This design comes from an exercise in tuning for small area and a short achievable clock period on the open sky130 flow, not from production work.
In this exercise RTL edits were held to simulation tests only and were not proved equivalent to the original.
Power and IR drop assume default switching activity.

===== flow/design.v =====
`timescale 1ns/1ps
module cache_xnor2 (input logic a, b, output logic y);
    assign y = ~(a ^ b);
endmodule
module cache_nand3 (input logic a, b, c, output logic y);
    assign y = ~(a & b & c);
endmodule
module cache_nor3 (input logic a, b, c, output logic y);
    assign y = ~(a | b | c);
endmodule
module cache_nand2 (input logic a, b, output logic y);
    assign y = ~(a & b);
endmodule
module cache_nor2 (input logic a, b, output logic y);
    assign y = ~(a | b);
endmodule
module cache_line_match (
    input  logic [25:0] stored,
    input  logic [25:0] tag,
    input  logic        en,
    output logic        y_n
);
    logic [26:0] eq;
    genvar b;
    generate
        for (b = 0; b < 26; b++) begin : g_eq
            cache_xnor2 u_x (.a(stored[b]), .b(tag[b]), .y(eq[b]));
        end
    endgenerate
    assign eq[26] = en;
    logic [8:0] n;
    genvar k;
    generate
        for (k = 0; k < 9; k++) begin : g_n
            cache_nand3 u_n (.a(eq[3*k]), .b(eq[3*k+1]), .c(eq[3*k+2]), .y(n[k]));
        end
    endgenerate
    logic [2:0] g;
    generate
        for (k = 0; k < 3; k++) begin : g_g
            cache_nor3 u_g (.a(n[3*k]), .b(n[3*k+1]), .c(n[3*k+2]), .y(g[k]));
        end
    endgenerate
    cache_nand3 u_y (.a(g[0]), .b(g[1]), .c(g[2]), .y(y_n));
endmodule
module cache_or32n (input logic [31:0] in_n, output logic y);
    logic [15:0] l1;
    logic [7:0]  l2;
    logic [3:0]  l3;
    logic [1:0]  l4;
    genvar j;
    generate
        for (j = 0; j < 16; j++) begin : g_l1
            cache_nand2 u (.a(in_n[2*j]), .b(in_n[2*j+1]), .y(l1[j]));
        end
        for (j = 0; j < 8; j++) begin : g_l2
            cache_nor2 u (.a(l1[2*j]), .b(l1[2*j+1]), .y(l2[j]));
        end
        for (j = 0; j < 4; j++) begin : g_l3
            cache_nand2 u (.a(l2[2*j]), .b(l2[2*j+1]), .y(l3[j]));
        end
        for (j = 0; j < 2; j++) begin : g_l4
            cache_nor2 u (.a(l3[2*j]), .b(l3[2*j+1]), .y(l4[j]));
        end
    endgenerate
    cache_nand2 u_y (.a(l4[0]), .b(l4[1]), .y(y));
endmodule
module cache (
    input  logic        clk,
    input  logic        rst_n,
    input  logic        read_en,
    input  logic        write_en,
    input  logic [31:0] address,
    input  logic [31:0] write_data,
    output logic [31:0] read_data,
    output logic        hit
);
    localparam NSETS = 16;
    logic [25:0] tag;
    logic [3:0]  index;
    logic        access;
    assign tag    = address[31:6];
    assign index  = address[5:2];
    assign access = read_en | write_en;
    logic [25:0] tag0  [0:NSETS-1];
    logic [25:0] tag1  [0:NSETS-1];
    logic [31:0] data0 [0:NSETS-1];
    logic [31:0] data1 [0:NSETS-1];
    logic [NSETS-1:0] v1;
    logic [NSETS-1:0] lru;
    logic [NSETS-1:0] sel;
    always_comb begin
        for (int s = 0; s < NSETS; s++) sel[s] = (index == s);
    end
    logic [NSETS-1:0] h0, h1, h0_n, h1_n;
    genvar gs;
    generate
        for (gs = 0; gs < NSETS; gs++) begin : g_set
            cache_line_match u_m0 (.stored(tag0[gs]), .tag(tag), .en(sel[gs] & (v1[gs] | lru[gs])),
                                   .y_n(h0_n[gs]));
            cache_line_match u_m1 (.stored(tag1[gs]), .tag(tag), .en(sel[gs] & v1[gs]),
                                   .y_n(h1_n[gs]));
        end
    endgenerate
    assign h0 = ~h0_n;
    assign h1 = ~h1_n;
    cache_or32n u_hit (.in_n({h1_n, h0_n}), .y(hit));
    logic w0_hit, w1_hit;
    assign w0_hit = |h0;
    assign w1_hit = |h1;
    logic [31:0] data_out;
    always_comb begin
        data_out = '0;
        for (int s = 0; s < NSETS; s++) begin
            data_out = data_out | ({32{h0[s]}} & data0[s]) | ({32{h1[s]}} & data1[s]);
        end
    end
    logic [31:0] fill;
    assign fill = write_en ? write_data : address;
    always_ff @(posedge clk or negedge rst_n) begin
        if (!rst_n) begin
            v1        <= '0;
            lru       <= '0;
            read_data <= '0;
        end else if (access) begin
            read_data <= data_out;
            for (int s = 0; s < NSETS; s++) begin
                if (sel[s]) begin
                    if (hit) begin
                        lru[s] <= w0_hit;
                    end else begin
                        lru[s] <= ~lru[s];
                        if (lru[s]) v1[s] <= 1'b1;
                    end
                end
            end
        end
    end
    always_ff @(posedge clk) begin
        for (int s = 0; s < NSETS; s++) begin
            if (access && sel[s]) begin
                if (!hit && !lru[s]) tag0[s] <= tag;
                if (!hit &&  lru[s]) tag1[s] <= tag;
                if ((h0[s] && write_en) || (!hit && !lru[s])) data0[s] <= fill;
                if ((h1[s] && write_en) || (!hit &&  lru[s])) data1[s] <= fill;
            end
        end
    end
endmodule

===== flow/constraint.sdc =====
create_clock -name core_clock -period 8.0 [get_ports {clk}]
set_input_delay 1.6000 -clock core_clock [delete_from_list [all_inputs] [get_ports {clk}]]
set_output_delay 1.6000 -clock core_clock [all_outputs]
set_load 0.01 [all_outputs]

===== flow/config.mk =====
export PLATFORM = sky130hd
export DESIGN_NAME = cache
export DESIGN_NICKNAME = cache
export VERILOG_FILES = /design/flow/design.v
export SDC_FILE = /design/flow/constraint.sdc
export NUM_CORES = 4
export LEC_CHECK = 0
export CAP_MARGIN = 20
export CORE_MARGIN = 2
export CORE_UTILIZATION = 65
export CTS_CLUSTER_DIAMETER = 60
export CTS_CLUSTER_SIZE = 30
export SETUP_SLACK_MARGIN = 4.0
export SLEW_MARGIN = 20
export SYNTH_HIERARCHICAL = 1
export SYNTH_MINIMUM_KEEP_SIZE = 0
export TNS_END_PERCENT = 5

===== flow/run.sh =====
#!/bin/bash
# synth_recipe.tcl (not shown) runs the flow's synth.tcl, then flattens the netlist and writes it again
# the make line also repeats each setting of config.mk as NAME=value (left out here)
make -C /OpenROAD-flow-scripts/flow DESIGN_CONFIG=/design/flow/config.mk WORK_HOME=/design/flow/orfs CLKGATE_MAP_FILE= SYNTH_SCRIPT=/design/flow/synth_recipe.tcl finish

==> impl_summary.txt <==
----------------------------------------------------
[Timing]
  Slew of the pin with the lowest slew margin ... 1140 ps
  Crit share post-route ... 0.649
  Slew Limit Fails ... 0
  Highest Clock Rate ... 193 MHz
  RSZ-0062 raised after global routing ... yes
  Setup-violating endpoint count in the final report ... 0
  Minimum clock period ... 5190 ps
  Headroom to the max-slew limit ... 0.241
  Fin. Hold Viols ... 0
  Total negative slack for setup checks ... 0 ps
  Final setup skew ... 43.0 ps

[Critical path]
  Critical path endpoint category ... primary output
  Family with the most delay on the worst path ... simple AND/OR/NAND/NOR gates
  Delay of the slowest critical-path stage ... 330 ps
  Critical path required time ... 6400 ps
  Total buffers and inverters traversed by the critical path ... 5
  Critical path class ... input pin to primary output
  Setup slack, reg-to-reg ... 3720 ps
  Crit path cell chain ... buf_16, buf_4, buf_4, xnor2_2, nand3_2, nor3_4, nand3_4, nand2_1, nor2_1, nand2_1, nor2_2, nand2_2, buf_8, buf_6
  Type of element launching the critical path ... input pin
  WP data arrival ... 3590 ps
  Critical Path Fanout Max ... 6
  CP max stage cell ... nor3_4

[Clock tree]
  Clock root buffer master ... clkbuf_16
  H-tree lvl count ... 4
  Clock Latency Late Sink ... 790 ps
  Number of buffers inserted during clock tree synthesis ... 139
  Clock Path Buffers ... 3
  TritonCTS clock tree ... built
  Number of sinks driven by the clock tree ... 1,920
  Clock transition at the register clock pins on the worst setup and hold paths after CTS ... 50 ps

[Logic synthesis]
  Share of the yosys chip area belonging to registers ... 0.761
  Number of distinct library cells after synthesis ... 34
  Cells after synthesis ... 4,426
  Area fraction of the dominant cell type after synthesis ... 0.740
  Prevailing post-synth register cell ... edfxtp_1
  Syn Std Cell Area ... 75,300 um2
  Post-synth net total ... 4,494
  Compound-gate portion of the synthesized area ... 0.0589
  Synth area leaders ... edfxtp_1 74%, xnor2_1 9.7%, a22oi_1 3.8%
  Flops & latches, synth ... 1,920
  EDFF count, synth ... 1,856
  Combinational family with the most area after synthesis ... XOR/XNOR gates
  Library cell occupying the most area in the post-synthesis netlist ... edfxtp_1
  Commonest cells in the netlist ... 1,856 x edfxtp_1, 832 x xnor2_1, 382 x a22oi_1
  Parity-gate share of the synthesized area counting xor and xnor cells ... 0.0968
  Post-synthesis adder-cell area fraction ... 0
  Multiplexer share of the synthesized area ... 0.00479
  Post-synthesis area per instance ... 17.0 um2
  Post-synthesis share of cell area spent on and, or, nand and nor gates ... 0.0704
  Total of warnings raised by yosys ... 15
  Post-synthesis async set-or-reset flop share ... 0.0333
  Library cell with the highest instance count after synthesis ... edfxtp_1

[Placement]
  Placer congestion estimate ... 0.894
  Count of placed standard cells including taps ... 6,129
  Number of I/O port buffers ... 100
  Half-perimeter wire length after detailed placement ... 124,000 um

[Power and ir drop]
  Worst-case vdd ir drop ... 0.253 mV
  Cell Pwr Density ... 223 nW/um2
  Leakage Power ... 29.4 nW

[Finish]
  Share of final-layout standard cells stronger than drive strength 1 ... 0.235
  Fillers ... 6,082
  Synthesis-to-layout area growth ... 21.3%
  Multi-input gate area in the final layout ... 19,900 um2
  Final instance count without filler cells ... 6,656
  Final net count ... 5,100
  Register area ... 57,300 um2

[Global routing]
  Global-route usage over all layers ... 0.415
  Initial antenna violation count ... 18
  Wire length of the first global-routing pass ... 336,000 um
  Maximum number of pins on one net before global-route repair ... 55
  Via count of the first global-routing pass ... 43,428
  Final global-route overflow total ... 0

[Routing]
  Top routing layer in use ... met5
  Met2 wirelength from detailed routing ... 113,000 um
  Routed metal-1 wirelength ... 87,700 um
  Starting DRT DRC Count ... 8,024
  Pre-antenna DRT Iters ... 8
  Total via count in the routed design ... 47,173
  Avg WL per Cell ... 38.4 um
  Detail Route met3 WL ... 40,100 um
  Total Wirelength ... 256,000 um
  DRC Markers ... 0
  Antenna-violating nets left ... 0
  Average vias per placed instance ... 7.09

[Run status]
  Run status ... finished clean

[Die]
  Core Region ... 115,000 um2
  Chip height ... 344 um
  DIE AREA ... 119,000 um2
  Initial cell density of the core ... 0.657
  Die span in x ... 344 um
  # rows ... 124
  Top-Level Pins ... 101

[Worst hold path]
  Hold/Removal Path Class ... flop to flop

[Run]
  Maximum Capacitance Violations ... 0

----------------------------------------------------
-- worst paths after layout --
check | depth (start not counted) | startpoint | endpoint
max | 14 | address[19] | hit
min | 1 | v1[15] | v1[15]
max reg2reg | 16 | lru[9] | tag0[8][13]
min reg2reg | 1 | v1[15] | v1[15]
max in group asynchronous | 2 | rst_n | v1[8]
min in group asynchronous | 1 | rst_n | read_data[13]
-- modules after synthesis (local to each module, per instance), excerpt --
| module | copies in the design | flip-flops and latches |
|---|---|---|
| cache_nor3 | 96 | 0 |
| cache_nand2 | 21 | 0 |
| cache_nor2 | 10 | 0 |
| cache_nand3 | 320 | 0 |
| cache_xnor2 | 832 | 0 |
| cache | 1 | 1920 |
-- cell usage in the layout, fill, tap and decap left out, drive strengths merged, types with 48 or more instances in the layout --
cell type / n
nor3: 118
edfxtp: 1856
and4: 92
xnor2: 832
clkbuf: 180
nor2b: 67
nand2: 48
clkdlybuf4s50: 67
dfrtp: 64
a22oi: 382
a21oi: 62
inv: 52
buf: 474
nand3: 349
nor2: 125
-- metal layers --
metal / GRT usage / vias up
li1: - / 18464
met1: 0.580 / 23894
met2: 0.619 / 4005
met3: 0.117 / 800
met4: 0.182 / 10
met5: 0 / -
-- cell families (layout without fill, tap and decap cells) --
group / count (synthesis) / count (layout)
DFF: 1920 / 1920
and+or+nand+nor: 895 / 897
AOI/OAI and AO/OA: 592 / 592
buffers and inverters: 155 / 865
xor gates and xnor gates: 832 / 832
other: 0 / 6
muxes: 32 / 32
-- flip-flops by register name, indices dropped and copies added, names as in the netlist --
name,count
data1,512
read_data,32
tag1,416
data0,512
tag0,416
lru,16
v1,16
-- power by group --
part           internal, mW  leakage, nW  total (mW)  switching [mW]
logic                 0.568         9.55        1.50           0.930
registers              11.3         17.5        11.4           0.140
clock network          3.82         2.28        7.44            3.62
-- area by class of cell --
type | instances | share of cell area
antenna | 6 | 0.000164
clock buffer | 157 | 0.0401
clock inverter | 90 | 0.0114
inverter | 32 | 0.00144
multi-input combinational | 2353 | 0.218
sequential | 1920 | 0.628
tap | 1512 | 0.0207
timing repair buffer | 586 | 0.0811
-- per-stage QoR --
stage                     hold slack, ps  instance area, um2  utilization  power [mW]  setup slack, ps
final                                495               91300        0.797        20.4             2810
after global routing                 506               91300        0.797        20.8             2830
after CTS                            493               88600        0.773        20.1             3000
after detailed placement             479               80000        0.698        12.7             1070
after global placement               474               80000        0.698        12.7             1090
after floorplan                      455               76000            -        12.2             3470
-- what timing repair did --
action,4_1_cts,5_1_grt
setup endpoints to repair,1921,1920
resized for setup,411,288
pin swaps,112,154
hold buffers,0,0
cloned,32,26
buffers inserted,116,100

## port drivers added, routing unchanged
In the flow no input, the clock included, has a driving cell. The finished layout below was timed again as built, in two steps. Step 1, drivers: a clkbuf_16 drives clk and a buf_2 each remaining input, both assumed. Step 2 times the ports against the registers' clock, not the clock port: input delays grow and output delays shrink by t, the midpoint of the rising clock arrivals with the driver on. Three values: ideal, step 1, step 2; two values: the first two.
t (ns): 0.855
setup WS [ns]: 2.810 / 2.485 / 1.956
worst setup path after step 2: input to register
worst data-port slew with drivers (ns): 0.50
After both steps setup and hold are still met in this run. For this run, drivers alone change the setup slack by -0.325 ns; drivers and shift together by -0.854 ns.
